From an optimization exercise on the open Yosys and OpenROAD flow, aimed at small area, a short achievable clock period and few clock cycles per item; shortcuts taken in it are not production practice.
Where RTL was checked, it was by simulation tests only, not by an equivalence proof against the original.
Power figures rest on the tool's default switching activity, not on a simulated workload.

old:
==> module calculator, before the edit <==
module calculator(
    input  wire        clk,
    input  wire        rst_n,
    input  wire        start,
    input  wire [1:0]  op,
    input  wire [15:0] a,
    input  wire [15:0] b,
    output wire [15:0] result,
    output reg         overflow,
    output reg         done,
    output reg         error
);
reg  [15:0] X, Y, R;
reg  [4:0]  cnt;         
reg  [1:0]  opr;         
reg         sel_q;       
wire is_mul = (opr == 2'b10);
wire is_div = (opr == 2'b11);
wire subtr  = opr[0];
wire addsub = ~opr[1];
wire [16:0] A = {R, Y[15] & ~is_mul};
wire [17:0] T;
pfx_add #(.W(17)) u_add (.a(A), .b({subtr, X}), .ci(subtr), .s(T[16:0]), .co(T[17]));
wire        cy = T[17];                  
wire [15:0] v = {R[11:0], Y[15:12]};
wire [15:0] top_x;
genvar gi;
generate
    for (gi = 0; gi < 16; gi = gi + 1) begin : tx
        if (gi == 15) begin : t
            assign top_x[gi] = 1'b1;
        end else begin : n
            assign top_x[gi] = &X[15:gi+1];
        end
    end
endgenerate
wire cnt_ge4  = |cnt[4:2];
wire skip_mul = cnt_ge4 & is_mul & (Y[15:12] == 4'd0);
wire skip_div = cnt_ge4 & is_div & (R[15:12] == 4'd0) & ~|(v & top_x);
wire skip     = skip_mul | skip_div;
wire skip16   = is_div & (cnt == 5'd16) & ~|(Y & top_x);    
wire use_t = addsub | (is_mul & Y[15]) | (is_div & cy);
wire q     = is_div & cy;
wire [4:0] cnt_m1 = cnt - 5'd1;
wire [4:0] cnt_m4 = cnt - 5'd4;
wire last = skip16 | (skip ? (cnt == 5'd4) : (cnt == 5'd1));
wire busy = |cnt;
wire b_zero    = (b == 16'd0);
wire st_div    = (op == 2'b11);
wire st_addsub = ~op[1];
wire ov_as  = busy & addsub;
wire ov_m   = busy & is_mul;
wire a15    = R[14];
wire ov_next = (overflow & ~ov_as)
             | (ov_m & (R[15] | (skip_mul & |R[14:12])))
             | (ov_m & ~skip_mul & Y[15] & T[16])
             | (ov_as & (a15 == X[15]) & (T[15] ^ a15));
always @(posedge clk) begin
    opr <= op;
    if (start) begin
        X      <= op[0] ? ~b : b;
        Y      <= {st_addsub ? a[0] : a[15], a[14:0]};
        R      <= st_addsub ? {1'b0, a[15:1]} : 16'd0;
        error  <= st_div & b_zero;
        sel_q  <= st_div & ~b_zero;
        overflow <= 1'b0;
    end else begin
        if (skip) begin
            R <= {R[11:0], Y[15:12]};
            Y <= {Y[11:0], 4'd0} & {16{~skip16}};
        end else begin
            R <= use_t ? T[15:0] : {R[14:0], Y[15]};
            Y <= {Y[14:0], q} & {16{~skip16}};
        end
        overflow <= ov_next;
    end
end
always @(posedge clk or negedge rst_n) begin
    if (!rst_n) begin
        cnt  <= 5'd0;
        done <= 1'b0;
    end else if (start) begin
        cnt  <= (st_div & b_zero) ? 5'd0 : (st_addsub ? 5'd1 : 5'd16);
        done <= st_div & b_zero;
    end else begin
        cnt  <= (~busy | skip16) ? 5'd0 : (skip ? cnt_m4 : cnt_m1);
        done <= busy & last;
    end
end
assign result = sel_q ? Y : R;
endmodule
==> flow/config.mk <==
export PLATFORM = sky130hd
export DESIGN_NAME = calculator
export DESIGN_NICKNAME = calculator
export VERILOG_FILES = /design/flow/design.v
export SDC_FILE = /design/flow/constraint.sdc
export NUM_CORES = 4
export LEC_CHECK = 0
export ABC_AREA = 1
export CAP_MARGIN = 20
export CORE_MARGIN = 2
export CORE_UTILIZATION = 40
export SETUP_SLACK_MARGIN = 1.6
export SLEW_MARGIN = 20
==> flow/constraint.sdc <==
create_clock -name core_clock -period 4.0 [get_ports {clk}]
set_input_delay 0.8000 -clock core_clock [delete_from_list [all_inputs] [get_ports {clk}]]
set_output_delay 0.8000 -clock core_clock [all_outputs]
set_load 0.01 [all_outputs]
standard.sh (not shown) runs the stock make flow with config.mk's settings and CLKGATE_MAP_FILE= SYNTH_SCRIPT=/design/flow/synth_recipe.tcl, a recipe that flattens the netlist after the stock synthesis.
==> flow/flow/run.sh <==
#!/bin/bash
# Own layout flow: the standard ORFS layout (standard.sh), with the port
# buffers that global placement inserts made plain buffers
# (sky130_fd_sc_hd__buf_1) instead of the delay cell buffer_ports picks by
# default. Every input and output port still gets its own buffer.
# Full tool output goes to flow.log in the work folder; ORFS's per-step logs
# stay under orfs/logs/.
set -euo pipefail
cd "$(dirname "$0")/.."
bash standard.sh "BUFFER_PORTS_ARGS=-buffer_cell sky130_fd_sc_hd__buf_1" finish > flow.log 2>&1
Inputs modified between old and new:
--- a/flow/design.v
+++ b/flow/design.v
@@ -11,11 +11,10 @@
     output reg         error
 );
 reg  [15:0] X, Y, R;
 reg  [4:0]  cnt;         
 reg  [1:0]  opr;         
-reg         sel_q;       
 wire is_mul = (opr == 2'b10);
 wire is_div = (opr == 2'b11);
 wire subtr  = opr[0];
 wire addsub = ~opr[1];
 wire [16:0] A = {R, Y[15] & ~is_mul};
@@ -36,16 +35,15 @@
 endgenerate
 wire cnt_ge4  = |cnt[4:2];
 wire skip_mul = cnt_ge4 & is_mul & (Y[15:12] == 4'd0);
 wire skip_div = cnt_ge4 & is_div & (R[15:12] == 4'd0) & ~|(v & top_x);
 wire skip     = skip_mul | skip_div;
-wire skip16   = is_div & (cnt == 5'd16) & ~|(Y & top_x);    
 wire use_t = addsub | (is_mul & Y[15]) | (is_div & cy);
 wire q     = is_div & cy;
 wire [4:0] cnt_m1 = cnt - 5'd1;
 wire [4:0] cnt_m4 = cnt - 5'd4;
-wire last = skip16 | (skip ? (cnt == 5'd4) : (cnt == 5'd1));
+wire last = skip ? (cnt == 5'd4) : (cnt == 5'd1);
 wire busy = |cnt;
 wire b_zero    = (b == 16'd0);
 wire st_div    = (op == 2'b11);
 wire st_addsub = ~op[1];
 wire ov_as  = busy & addsub;
@@ -60,19 +58,18 @@
     if (start) begin
         X      <= op[0] ? ~b : b;
         Y      <= {st_addsub ? a[0] : a[15], a[14:0]};
         R      <= st_addsub ? {1'b0, a[15:1]} : 16'd0;
         error  <= st_div & b_zero;
-        sel_q  <= st_div & ~b_zero;
         overflow <= 1'b0;
     end else begin
         if (skip) begin
             R <= {R[11:0], Y[15:12]};
-            Y <= {Y[11:0], 4'd0} & {16{~skip16}};
+            Y <= {Y[11:0], 4'd0};
         end else begin
             R <= use_t ? T[15:0] : {R[14:0], Y[15]};
-            Y <= {Y[14:0], q} & {16{~skip16}};
+            Y <= {Y[14:0], q};
         end
         overflow <= ov_next;
     end
 end
 always @(posedge clk or negedge rst_n) begin
@@ -81,15 +78,15 @@
         done <= 1'b0;
     end else if (start) begin
         cnt  <= (st_div & b_zero) ? 5'd0 : (st_addsub ? 5'd1 : 5'd16);
         done <= st_div & b_zero;
     end else begin
-        cnt  <= (~busy | skip16) ? 5'd0 : (skip ? cnt_m4 : cnt_m1);
+        cnt  <= ~busy ? 5'd0 : (skip ? cnt_m4 : cnt_m1);
         done <= busy & last;
     end
 end
-assign result = sel_q ? Y : R;
+assign result = (is_div & ~error) ? Y : R;
 endmodule
 module pfx_add #(parameter W = 16) (
     input  wire [W-1:0] a,
     input  wire [W-1:0] b,
     input  wire         ci,
==> comparison <==
Compared with old, new shows proportion of total power due to net switching higher by 0.62 points. Clock-pin slew of the registers on the worst-case setup and hold paths of old is on par with new. Comparing fraction of layout cells with a size suffix above 1 for old and new, the smaller number came from old. The power in new was lower than what old gave. Cell internal power dissipation went down by a few percent going from old to new.
Testbench counts of new, summed over its fixed seeds: cycles 20,242, ops 3,200.
The RTL of old was laid out without a check of its function.

[afterwards: timing with drivers on the ports]
Ports are ideal in the flow. The routed layouts listed here were re-timed in OpenROAD.
Step 1 (the two cells are an assumption about what drives the block):
set clk [get_ports {clk}]
set_driving_cell -lib_cell sky130_fd_sc_hd__clkbuf_16 $clk
set_driving_cell -lib_cell sky130_fd_sc_hd__buf_2 [delete_from_list [all_inputs] $clk]
Step 2, shift: input delay + t, output delay - t, t = (earliest + latest rising clock arrival at the registers) / 2. This alone moves slack from input paths to output paths.
Slacks: no drivers / after step 1 / after step 2; pairs: no drivers / after step 1.
run	t, ns	slack for setup (ns)	hold WS [ns]
old	0.371	1.708 / 1.708 / 1.645	0.318 / 0.304 / 0.503
new	0.387	1.601 / 1.566 / 1.456	0.287 / 0.275 / 0.495
After both steps every run listed still meets setup and hold. For new, which loses most, drivers alone change the setup slack by -0.035 ns; drivers and shift together by -0.145 ns.
